From an optimization exercise on the open Yosys and OpenROAD flow, aimed at small area and a short achievable clock period; shortcuts taken in it are not production practice.
In this exercise RTL edits were held to simulation tests only and were not proved equivalent to the original.

`flow/run.sh`:
```
#!/bin/bash
# synth_recipe.tcl (not shown) runs the flow's synth.tcl, then flattens the netlist and writes it again
# the make line also repeats each setting of config.mk as NAME=value (left out here)
make -C /OpenROAD-flow-scripts/flow DESIGN_CONFIG=/design/flow/config.mk WORK_HOME=/design/flow/orfs CLKGATE_MAP_FILE= SYNTH_SCRIPT=/design/flow/synth_recipe.tcl finish
```
`flow/config.mk`:
```
export PLATFORM = sky130hd
export DESIGN_NAME = component
export DESIGN_NICKNAME = component
export VERILOG_FILES = /design/flow/design.v
export SDC_FILE = /design/flow/constraint.sdc
export NUM_CORES = 4
export LEC_CHECK = 0
export CAP_MARGIN = 20
export CORE_MARGIN = 2
export CORE_UTILIZATION = 45
export PLACE_DENSITY = 0.6
export SLEW_MARGIN = 20
```
`flow/constraint.sdc`:
```
create_clock -name core_clock -period 13.0 [get_ports {clk}]
set_input_delay 2.6000 -clock core_clock [delete_from_list [all_inputs] [get_ports {clk}]]
set_output_delay 2.6000 -clock core_clock [all_outputs]
set_load 0.01 [all_outputs]
```
`flow/design.v`:
```
module fifo #(
    parameter DEPTH = 32,          
    parameter DATA_WIDTH = 8,      
    parameter PTR_SIZE = 5
) (
    input  wire                   clk,
    input  wire                   rst,
    input  wire                   wr_en,
    input  wire                   re_en,
    input  wire [DATA_WIDTH-1:0]  data_in,
    output wire [DATA_WIDTH-1:0]  data_out,
    output wire                   empty,
    output wire                   full
);
    reg [DATA_WIDTH-1:0] memory [0:DEPTH-1];
    reg [PTR_SIZE-1:0] wr_ptr;
    reg [PTR_SIZE-1:0] rd_ptr;
    reg empty_reg;
    reg full_reg;
    integer i;
    wire wr_fire = wr_en && !full_reg;
    wire rd_fire = re_en && !empty_reg;
    wire [PTR_SIZE-1:0] used = wr_ptr - rd_ptr;
    always @ (posedge clk or posedge rst) begin
        if (rst)
            wr_ptr <= 0;
        else if (wr_fire)
            wr_ptr <= wr_ptr + 1;
    end
    always @ (posedge clk or posedge rst) begin
        if (rst)
            empty_reg <= 1;
        else if (wr_fire && !rd_fire)
            empty_reg <= 0;
        else if (rd_fire && !wr_fire && (used == 1))
            empty_reg <= 1;
    end
    always @ (posedge clk or posedge rst) begin
        if (rst)
            full_reg <= 0;
        else if (wr_fire && !rd_fire && (used == DEPTH - 1))
            full_reg <= 1;
        else if (rd_fire && !wr_fire)
            full_reg <= 0;
    end
    always @ (posedge clk or posedge rst) begin
        if (rst)
            rd_ptr <= 0;
        else if (rd_fire)
            rd_ptr <= rd_ptr + 1;
    end
    always @ (posedge clk or posedge rst) begin
        if (rst) begin
            for (i = 0; i < DEPTH; i = i + 1)
                memory[i] <= {DATA_WIDTH{1'b0}};
        end else if (wr_fire)
            memory[wr_ptr[$clog2(DEPTH)-1:0]] <= data_in;
    end
    assign data_out = (empty_reg) ? {DATA_WIDTH{1'bx}} : memory[rd_ptr[$clog2(DEPTH)-1:0]];
    assign empty = empty_reg;
    assign full  = full_reg;
endmodule
module multiplier #(
    parameter DATA_WIDTH    = 8,                   
    parameter PRODUCT_WIDTH = DATA_WIDTH * 2
) (
    input  wire [DATA_WIDTH-1:0] in1,         
    input  wire [DATA_WIDTH-1:0] in2,          
    output wire [PRODUCT_WIDTH-1:0] product 
);
    assign product = in1 * in2;
endmodule
module adder #(
    parameter DATA_WIDTH = 8,              
    parameter SUM_WIDTH  = DATA_WIDTH + 1   
)(
    input  wire [DATA_WIDTH-1:0] in1,        
    input  wire [DATA_WIDTH-1:0] in2,        
    output wire [SUM_WIDTH-1:0] sum          
);
    assign sum = in1 + in2;
endmodule
module component (
    input  wire         clk,
    input  wire         rst,
    input  wire [31:0]  fifo1_data_in,
    input  wire [31:0]  fifo2_data_in,
    input  wire [31:0]  fifo3_data_in,
    input  wire         fifo1_write_en,
    input  wire         fifo2_write_en,
    input  wire         fifo3_write_en,
    input  wire         fifo1_read_en,
    input  wire         fifo2_read_en,
    input  wire         fifo3_read_en,
    output wire [31:0]  result_out,
    output wire         fifo1_empty,
    output wire         fifo2_empty,
    output wire         fifo3_empty,
    output wire         fifo1_full,
    output wire         fifo2_full,
    output wire         fifo3_full
);
    wire [31:0] fifo1_data_out;
    wire [31:0] fifo2_data_out;
    wire [31:0] fifo3_data_out;
    wire [31:0] mult_result;
    fifo #(
        .DEPTH(16),
        .DATA_WIDTH(32),
        .PTR_SIZE(5)
    ) fifo1_inst (
        .clk(clk),
        .rst(rst),
        .wr_en(fifo1_write_en),
        .re_en(fifo1_read_en),
        .data_in(fifo1_data_in),
        .data_out(fifo1_data_out),
        .empty(fifo1_empty),
        .full(fifo1_full)
    );
    fifo #(
        .DEPTH(16),
        .DATA_WIDTH(32),
        .PTR_SIZE(5)
    ) fifo2_inst (
        .clk(clk),
        .rst(rst),
        .wr_en(fifo2_write_en),
        .re_en(fifo2_read_en),
        .data_in(fifo2_data_in),
        .data_out(fifo2_data_out),
        .empty(fifo2_empty),
        .full(fifo2_full)
    );
    fifo #(
        .DEPTH(16),
        .DATA_WIDTH(32),
        .PTR_SIZE(5)
    ) fifo3_inst (
        .clk(clk),
        .rst(rst),
        .wr_en(fifo3_write_en),
        .re_en(fifo3_read_en),
        .data_in(fifo3_data_in),
        .data_out(fifo3_data_out),
        .empty(fifo3_empty),
        .full(fifo3_full)
    );
    multiplier #(
        .DATA_WIDTH(32),
        .PRODUCT_WIDTH(32)
    ) mult_inst (
        .in1(fifo1_data_out),
        .in2(fifo2_data_out),
        .product(mult_result)
    );
    adder #(
        .DATA_WIDTH(32),
        .SUM_WIDTH(32)
    ) adder_inst (
        .in1(mult_result),
        .in2(fifo3_data_out),
        .sum(result_out)
    );
endmodule
```
==> results.yml <==
sta:
  fin_crit_ns: 12.65
  fin_crit_sh: 0.9734
  slew_violations: 0
  max_slew_margin: 0.2486
  final.setup.tns_ns: 0
  worst_clock_skew_ns: 0.04389
  tightest_slew_ns: 1.121
  max_freq_mhz: 79.03
  setup_viol: 0
  final_hold_viol_count: 0
worst_setup_path:
  cp-start-kind: "flop"
  arrival_ns: 10.05
  crit_path_max_incr_delay_ns: 0.57
  end_kind: "output port"
  cp_slowest_cell: "dfrtp_4"
  required_ns: 10.40
  crit_type: "reg -> out"
  cp_common_cell: "fa_1"
  path_max_fanout: 17
cts:
  tritoncts: "built"
  clock-sinks: 1572
  clockRootBuffer: "clkbuf_16"
  clock_latency_ns: 0.83
  path_clk_slew_ns: 0.06
  cts-htree-levels: 4
  clock_path_buffers: 3
  numCtsBuffers: 170
  hold_buffers: 0
finish:
  final_nets: 7940
  area_growth_pct: 13.91
  reg_top3: "fifo1_inst.memory x512, fifo2_inst.memory x512, fifo3_inst.memory x512"
  final_util: 0.5148
  fin_area_um2: 98820
  drive_gt1_frac: 0.3281
  fillCellCount: 16630
synth:
  synthFlopType: "dfrtp_1"
  synth_edf_count: 0
  avgSynthCellArea_um2: 12.21
  synth_nets: 7810
  ys_warn_count: 2
  seq_area_frac_synth: 0.4535
  yosys.area.top_type: "dfrtp_1"
  netlist_area_um2: 86760
  synthCells: 7105
  synth.distinct_cells: 96
  synth_area_leaders: "dfrtp_1 (45%), mux2_2 (20%), fa_1 (10%)"
  synth_top_cell_area_share: 0.4526
  ys_top_cells_by_count: "dfrtp_1 (1,569), mux2_2 (1,557), inv_1 (536)"
  ys_ff_latch: 1572
  synthArstFlopShare: 1.000
  yosysMostFrequentCell: "dfrtp_1"
job:
  cap_violations: 0
floorplan:
  io_pins: 142
  dieArea_um2: 196300
  initial_core_util: 0.4519
  die_h_um: 443.1
  core.rowCount: 161
  core_um2: 192000
  die_x_um: 443.1
route:
  wl_per_cell_um: 27.28
  initialDrtViolationCount: 5103
  antenna_left: 0
  drcViolationCount: 0
  wl_um: 270100
  via_per_inst: 5.962
  vias: 59030
  firstDrtPassIters: 6
global_route:
  antenna_found_initial: 13
  grt-ovfl-total: 0
  grt_max_degree: 186
  met3_usage: 0.04282
  met1_usage: 0.3784
  grt_pass1_vias: 61290
  track_usage: 0.2746
  grt-busiest-layer: "met2"
  grt_pass1_wl_um: 406400
  grt_use_met2: 0.4484
placement:
  port_buffers: 141
  routabilityCongestion: 0.9084
  placed_cell_area_um2: 92180
  dp_hpwl_um: 174000
status:
  status: "complete, no violations"
worst_hold_path:
  hold_path.class: "reg -> reg"
[cell families (layout without fill, tap and decap cells)]
logic type,count (synthesis),in the layout,share of synthesized area
other,0,4,0
buffers and inverters,1075,1340,0.04961
xor gates and xnor gates,119,119,0.01273
AOI/OAI and AO/OA,964,964,0.08429
adders and majority gates,601,601,0.1248
muxes,1638,1638,0.2126
and+or+nand+nor,1136,1136,0.06245
DFF,1572,1572,0.4535
[what timing repair did]
| item | 4_1_cts | 5_1_grt |
|---|---|---|
| hold endpoints to repair | 0 | 0 |
| resized for setup | 107 | 48 |
| setup buffers | 20 | 19 |
| setup endpoints to repair | 8 | 7 |
| pin swaps | 15 | 18 |
[cell usage in the layout, fill, tap and decap left out, types with 81 or more instances in the layout]
| cell type | count |
|---|---|
| clkdlybuf4s50_1 | 137 |
| inv_1 | 530 |
| mux2_2 | 1557 |
| nand3_1 | 89 |
| o21ai_0 | 98 |
| a22oi_1 | 213 |
| nor2_1 | 337 |
| xnor2_1 | 91 |
| nand2_1 | 276 |
| a222oi_1 | 81 |
| a22o_1 | 81 |
| clkbuf_16 | 172 |
| ha_1 | 150 |
| fa_1 | 441 |
| a21oi_1 | 102 |
| a221oi_1 | 86 |
| nand2b_1 | 106 |
| buf_4 | 300 |
| dfrtp_1 | 1562 |
[cell type report]
| type | count | area [µm²] | share of cell area |
|---|---|---|---|
| Tap cell | 2526 | 3161 | 0.03198 |
| Clock buffer | 262 | 5052 | 0.05113 |
| Clock inverter | 45 | 501.7 | 0.005077 |
| Inverter | 539 | 2033 | 0.02057 |
| Multi-Input combinational cell | 4458 | 44170 | 0.4470 |
| Timing Repair Buffer | 494 | 4534 | 0.04588 |
| Sequential cell | 1572 | 39360 | 0.3983 |
| Antenna cell | 4 | 10.01 | 0.0001013 |
[path summary, 6_finish.rpt]
check,startpoint,endpoint,slack (ns),cells past startpoint
worst min register to register,fifo1_inst.wr_ptr[4]$_DFFE_PP0P_,fifo1_inst.wr_ptr[4]$_DFFE_PP0P_,0.49,1
worst max-delay path,fifo1_inst.rd_ptr[2]$_DFFE_PP0P_,result_out[28],0.35,33
worst min-delay path,fifo1_inst.wr_ptr[4]$_DFFE_PP0P_,fifo1_inst.wr_ptr[4]$_DFFE_PP0P_,0.49,1
worst max register to register,fifo3_inst.full_reg$_DFFE_PP0P_,fifo3_inst.memory[3][27]$_DFFE_PP0P_,9.45,5
max in group asynchronous,rst,fifo1_inst.memory[15][10]$_DFFE_PP0P_,8.27,4
min in group asynchronous,rst,fifo3_inst.memory[5][8]$_DFFE_PP0P_,2.34,2
[metal layers]
layer,vias to the layer above,routed length [µm],part of all wire
met5,-,80,0.00030
met4,14,7378,0.027
met3,438,16540,0.061
met2,1895,129400,0.48
met1,31620,116700,0.43
li1,25060,-,-
[worst max-delay path, delay by kind of cell (launching register included)]
family	cells	cell delay, ns
flip-flops	1	0.57
AO/OA/AOI/OAI	7	1.62
buffers and inverters	11	1.86
AND/OR/NAND/NOR	6	1.23
adder cells (fa/ha/maj)	9	3.89
[through the flow]
step / worst slack, ns / hold slack, ns / std cells
2_1_floorplan: -11.38 / 0.4617 / 7105
3_3_place_gp: 0.1391 / 0.4771 / 9550
3_5_place_dp: 0.09760 / 0.4812 / 9550
4_1_cts: 0.04412 / 0.4921 / 9877
5_1_grt: -0.002542 / 0.5097 / 9899
6_report: 0.3460 / 0.4889 / 9900

static timing again, ports no longer ideal:
Ports are ideal in the flow. The routed layout listed here was re-timed in OpenROAD.
Step 1 (the two cells are an assumption about what drives the block):
set clk [get_ports {clk}]
set_driving_cell -lib_cell sky130_fd_sc_hd__clkbuf_16 $clk
set_driving_cell -lib_cell sky130_fd_sc_hd__buf_2 [delete_from_list [all_inputs] $clk]
Step 2 also shifts input and output timing later by t, the mid clock arrival at the registers, as if the neighbouring blocks saw the same clock.
Three values: ideal ports, drivers, drivers and shift; two values: the first two.
t (ns): 0.905
setup WS [ns]: 0.346 / 0.259 / 1.164
worst setup path at the end: register to output
After both steps setup and hold are still met in this run. The setup slack of this run moves by -0.087 ns with the drivers and by +0.818 ns with both steps.
